Source: an optimization exercise on an open RTL-to-GDS flow (aim: small area, a short achievable clock period and few clock cycles per item). Production flows keep margins and buffers that such runs may drop.
In this exercise RTL edits were held to simulation tests only and were not proved equivalent to the original.
Power figures rest on the tool's default switching activity, not on a simulated workload.

==> flow/design.v (excerpt) <==
module mips_arith (input  logic        clk,
                   input  logic        reset,
                   input  logic        start,
                   input  logic [3:0]  op,
                   input  logic [31:0] a,
                   input  logic [31:0] b,
                   output logic        ready,
                   output logic        done,
                   output logic [31:0] result,
                   output logic [31:0] result2);
localparam logic [2:0] K_INC = 3'd0, K_MUL = 3'd1, K_FADD = 3'd2, K_FCMP = 3'd3, K_DIV = 3'd4;
localparam logic [1:0] D_NONE = 2'd0, D_LOAD = 2'd1, D_STEP = 2'd2, D_FIN = 2'd3;
logic        rdy, v1;
logic [3:0]  op1;
logic [31:0] a1, b1;
assign ready = rdy;
logic [7:0]  bone_n, btwo_n, bone1, btwo1;
booth_enc benc(.b(b[15:0]), .neg(), .one(bone_n), .two(btwo_n));
logic [7:0]  dab_n, dba_n, ad_n, ad1;
logic        gt_n, gt1, eq1;
assign dab_n = a[30:23] - b[30:23];
assign dba_n = b[30:23] - a[30:23];
assign gt_n  = dab_n[7];
assign ad_n  = gt_n ? dba_n : dab_n;
logic [31:0] na, nb;
logic [5:0]  lza, lzb;
logic [5:0]  lza1, lzb1;
logic        pa, pb, pa1, pb1, dz_n, dz1;
assign na = a ^ {32{a[31]}};
assign nb = b ^ {32{b[31]}};
always_comb begin
	lza = 6'd32;
	for (int i = 0; i < 32; i++) if (na[i]) lza = 6'(31 - i);
	lzb = 6'd32;
	for (int i = 0; i < 32; i++) if (nb[i]) lzb = 6'(31 - i);
end
assign pa        = a[31] & ((na[31:1] & ~na[30:0]) == 31'b0);
  ...
Settings: LEC_CHECK=0, ABC_AREA=1, CAP_MARGIN=20, CORE_MARGIN=2, CORE_UTILIZATION=40, SETUP_SLACK_MARGIN=5, SLEW_MARGIN=20; clock period 10.0 ns.
run.sh (not shown) runs the stock make flow with config.mk's settings and CLKGATE_MAP_FILE= SYNTH_SCRIPT=/design/flow/synth_recipe.tcl, a recipe that flattens the netlist after the stock synthesis.
Testbench counts at the start, summed over its fixed seeds: cycles 11,227, ops 8,000.
Then changed:
--- a/flow/design.v
+++ b/flow/design.v
@@ -1,41 +1,7 @@
-module bk_add #(parameter int W = 32)
-               (input  logic [W-1:0] x,
-                input  logic [W-1:0] y,
-                input  logic         ci,
-                output logic [W-1:0] s,
-                output logic         co);
-localparam int L = (W <= 2) ? 1 : (W <= 4) ? 2 : (W <= 8) ? 3 : (W <= 16) ? 4 : (W <= 32) ? 5 : 6;
-logic [W-1:0] p, g, pp, gg;
-always_comb begin
-	p  = x ^ y;
-	g  = x & y;
-	pp = p;
-	gg = g;
-	gg[0] = g[0] | (p[0] & ci);
-	for (int lv = 0; lv < L; lv++) begin
-		for (int i = 0; i < W; i++) begin
-			if ((i % (2 << lv)) == (2 << lv) - 1) begin
-				gg[i] = gg[i] | (pp[i] & gg[i - (1 << lv)]);
-				pp[i] = pp[i] & pp[i - (1 << lv)];
-			end
-		end
-	end
-	for (int lv = L - 2; lv >= 0; lv--) begin
-		for (int i = 0; i < W; i++) begin
-			if ((i >= 3 * (1 << lv) - 1) && (((i - (3 * (1 << lv) - 1)) % (2 << lv)) == 0)) begin
-				gg[i] = gg[i] | (pp[i] & gg[i - (1 << lv)]);
-				pp[i] = pp[i] & pp[i - (1 << lv)];
-			end
-		end
-	end
-	s  = p ^ {gg[W-2:0], ci};
-	co = gg[W-1];
-end
-endmodule
 module booth_enc (input  logic [15:0] b,
                   output logic [7:0]  neg,
                   output logic [7:0]  one,
                   output logic [7:0]  two);
 wire [16:0] bx = {b, 1'b0};
 genvar j;
 for (j = 0; j < 8; j++) begin : g
@@ -366,15 +332,15 @@
 		4'd5:       k1 = K_DIV;
 		4'd6, 4'd7: k1 = K_FADD;
 		4'd8:       k1 = K_FCMP;
 		default:    k1 = K_INC;    
 	endcase
 end
 logic [31:0] alu, alu_as;
-bk_add #(32) alu_add(.x(a1), .y(b1 ^ {32{op1[1]}}), .ci(op1[1]), .s(alu_as), .co());
+assign alu_as = a1 + (b1 ^ {32{op1[1]}}) + {31'b0, op1[1]};
 always_comb begin
 	case (op1[1:0])
 		2'b01:   alu = a1 & b1;
 		2'b10:   alu = ~a1;
 		default: alu = alu_as;
 	endcase
 end
@@ -414,50 +380,48 @@
 assign rcin = r_norm & (a1[22] ^ a1[31]);
 logic [31:0] ms, mc;
 int_mult multiply(.a(a1[15:0]), .neg({b1[15], b1[13], b1[11], b1[9], b1[7], b1[5], b1[3], b1[1]}),
                   .one(bone1), .two(btwo1), .s(ms), .c(mc));
 logic [31:0] dn, dd;
 logic [6:0]  sdiff;
 logic        dsingle;
-bk_add #(32) dn_add(.x(a1 ^ {32{a1[31]}}), .y(32'b0), .ci(a1[31]), .s(dn), .co());
-bk_add #(32) dd_add(.x(b1 ^ {32{b1[31]}}), .y(32'b0), .ci(b1[31]), .s(dd), .co());
+assign dn = a1[31] ? -a1 : a1;
+assign dd = b1[31] ? -b1 : b1;
 assign sdiff   = {1'b0, lzb1} - {6'b0, pb1} - {1'b0, lza1} + {6'b0, pa1};
 assign dsingle = dz1 | sdiff[6] | (sdiff == 7'd0);
 logic [31:0] ssum;
-bk_add #(32) s_add(.x(m_a), .y(m_b), .ci(m_ci), .s(ssum), .co());
+assign ssum = m_a + m_b + {31'b0, m_ci};
 logic        dsub, dq, dlast;
 logic [31:0] dsum;
 assign dsub = ~((dph == D_FIN) & ~f1);
 assign {dq, dsum} = {1'b0, m_a} + {1'b0, m_b ^ {32{dsub}}} + {32'b0, dsub};
 assign dlast = (m_c[4:0] == 5'd0);
 logic [33:0] dtb, dtc, dl3_load;
 logic [31:0] dl_load;
 logic        dq1, dq0;
 assign dtb      = {2'b0, m_a} - {1'b0, m_b, 1'b0};
 assign dtc      = {2'b0, m_a} - {d3h, result2};
 assign dq1      = ~dtb[33];
 assign dq0      = dq1 ? ~dtc[33] : dq;
 assign dl_load  = m_b << {m_c[4:1], 1'b0};
-bk_add #(34) d3_add(.x({2'b0, dl_load}), .y({1'b0, dl_load, 1'b0}), .ci(1'b0), .s(dl3_load), .co());
+assign dl3_load = {2'b0, dl_load} + {1'b0, dl_load, 1'b0};
 logic [31:0] qf, quo, ds, dsd, rem;
 assign qf  = f2 ? {31'h7fffffff, ~m_a[31]} : result;
-bk_add #(32) q_add(.x(qf ^ {32{f0}}), .y(32'b0), .ci(f0), .s(quo), .co());
+assign quo = f0 ? -qf : qf;
 assign ds  = {m_a[30], m_a[30:0]};
 assign dsd = {dsum[31] ^ m_a[31] ^ m_a[30], dsum[30:0]};
 always_comb begin
 	if (f1) rem = m_a[30] ? ds : ((m_a[30:0] == 31'b0) ? 32'b0 : dsd);
 	else    rem = m_a[30] ? dsd : ds;
 end
 logic [24:0] fdyx, fres;
 logic        fd22, feff, fsign, fzero, fxy_eq;
 logic [31:0] fadd_out;
 logic [1:0]  fcmp_out;
-logic [24:0] fxy;
-bk_add #(25) f_add(.x(m_a[24:0]), .y(m_b[24:0]), .ci(1'b0), .s(fxy), .co());
-assign fdyx   = ~fxy;
+assign fdyx   = ~(m_a[24:0] + m_b[24:0]);
 assign fd22   = ssum[22];
 assign fxy_eq = &(m_a[23:0] ^ m_b[23:0]);
 assign feff   = f0 ^ f1;
 assign fres   = (feff & fd22) ? fdyx : ssum[24:0];
 assign fsign  = feff ? (f0 ^ fd22) : f0;
 assign fzero  = feff ? fxy_eq : ((m_a[23:0] == 24'b0) && (m_b[23:0] == 24'b0));
 always_comb begin
Outcome: The new run went through all stages and came out clean; global-route usage increases by 2.3 points; die area increases by 2.7%; worst setup slack gets worse by 40 ps; via count increases by 8.7%; combinational power decreases by 5.1%; final area increases by 0.85%; power decreases by 4.2%; routed wire length increases by 9.9%.
Testbench counts after the change, summed over its fixed seeds: cycles 11,227, ops 8,000.

## what the ideal ports hide
The flow's constraints put no driver on any port. The routed layouts listed below were extracted and timed again, unchanged, in two steps. Step 1 sets driving cells, clkbuf_16 on the clock port and buf_2 on the other inputs (assumed; they add their load-dependent delay and slew). Step 2, shift: input delay + t, output delay - t, t = (earliest + latest rising clock arrival at the registers) / 2. This alone moves slack from input paths to output paths. a / b / c = ideal / step 1 / step 2; a / b = the first two.
run	t (ns)	setup slack, ns	latest minus earliest clock arrival (ns)	worst slew at a driven data input, ns	cell pins on the clock port's net
the first run	0.665	5.081 / 5.081 / 5.021	0.027 / 0.027	0.05	1
the second run	0.680	5.041 / 5.041 / 5.041	0.036 / 0.036	0.04	1
After both steps every run listed still meets setup and hold. For the first run, which loses most, drivers alone change the setup slack by 0.000 ns; drivers and shift together by -0.060 ns.
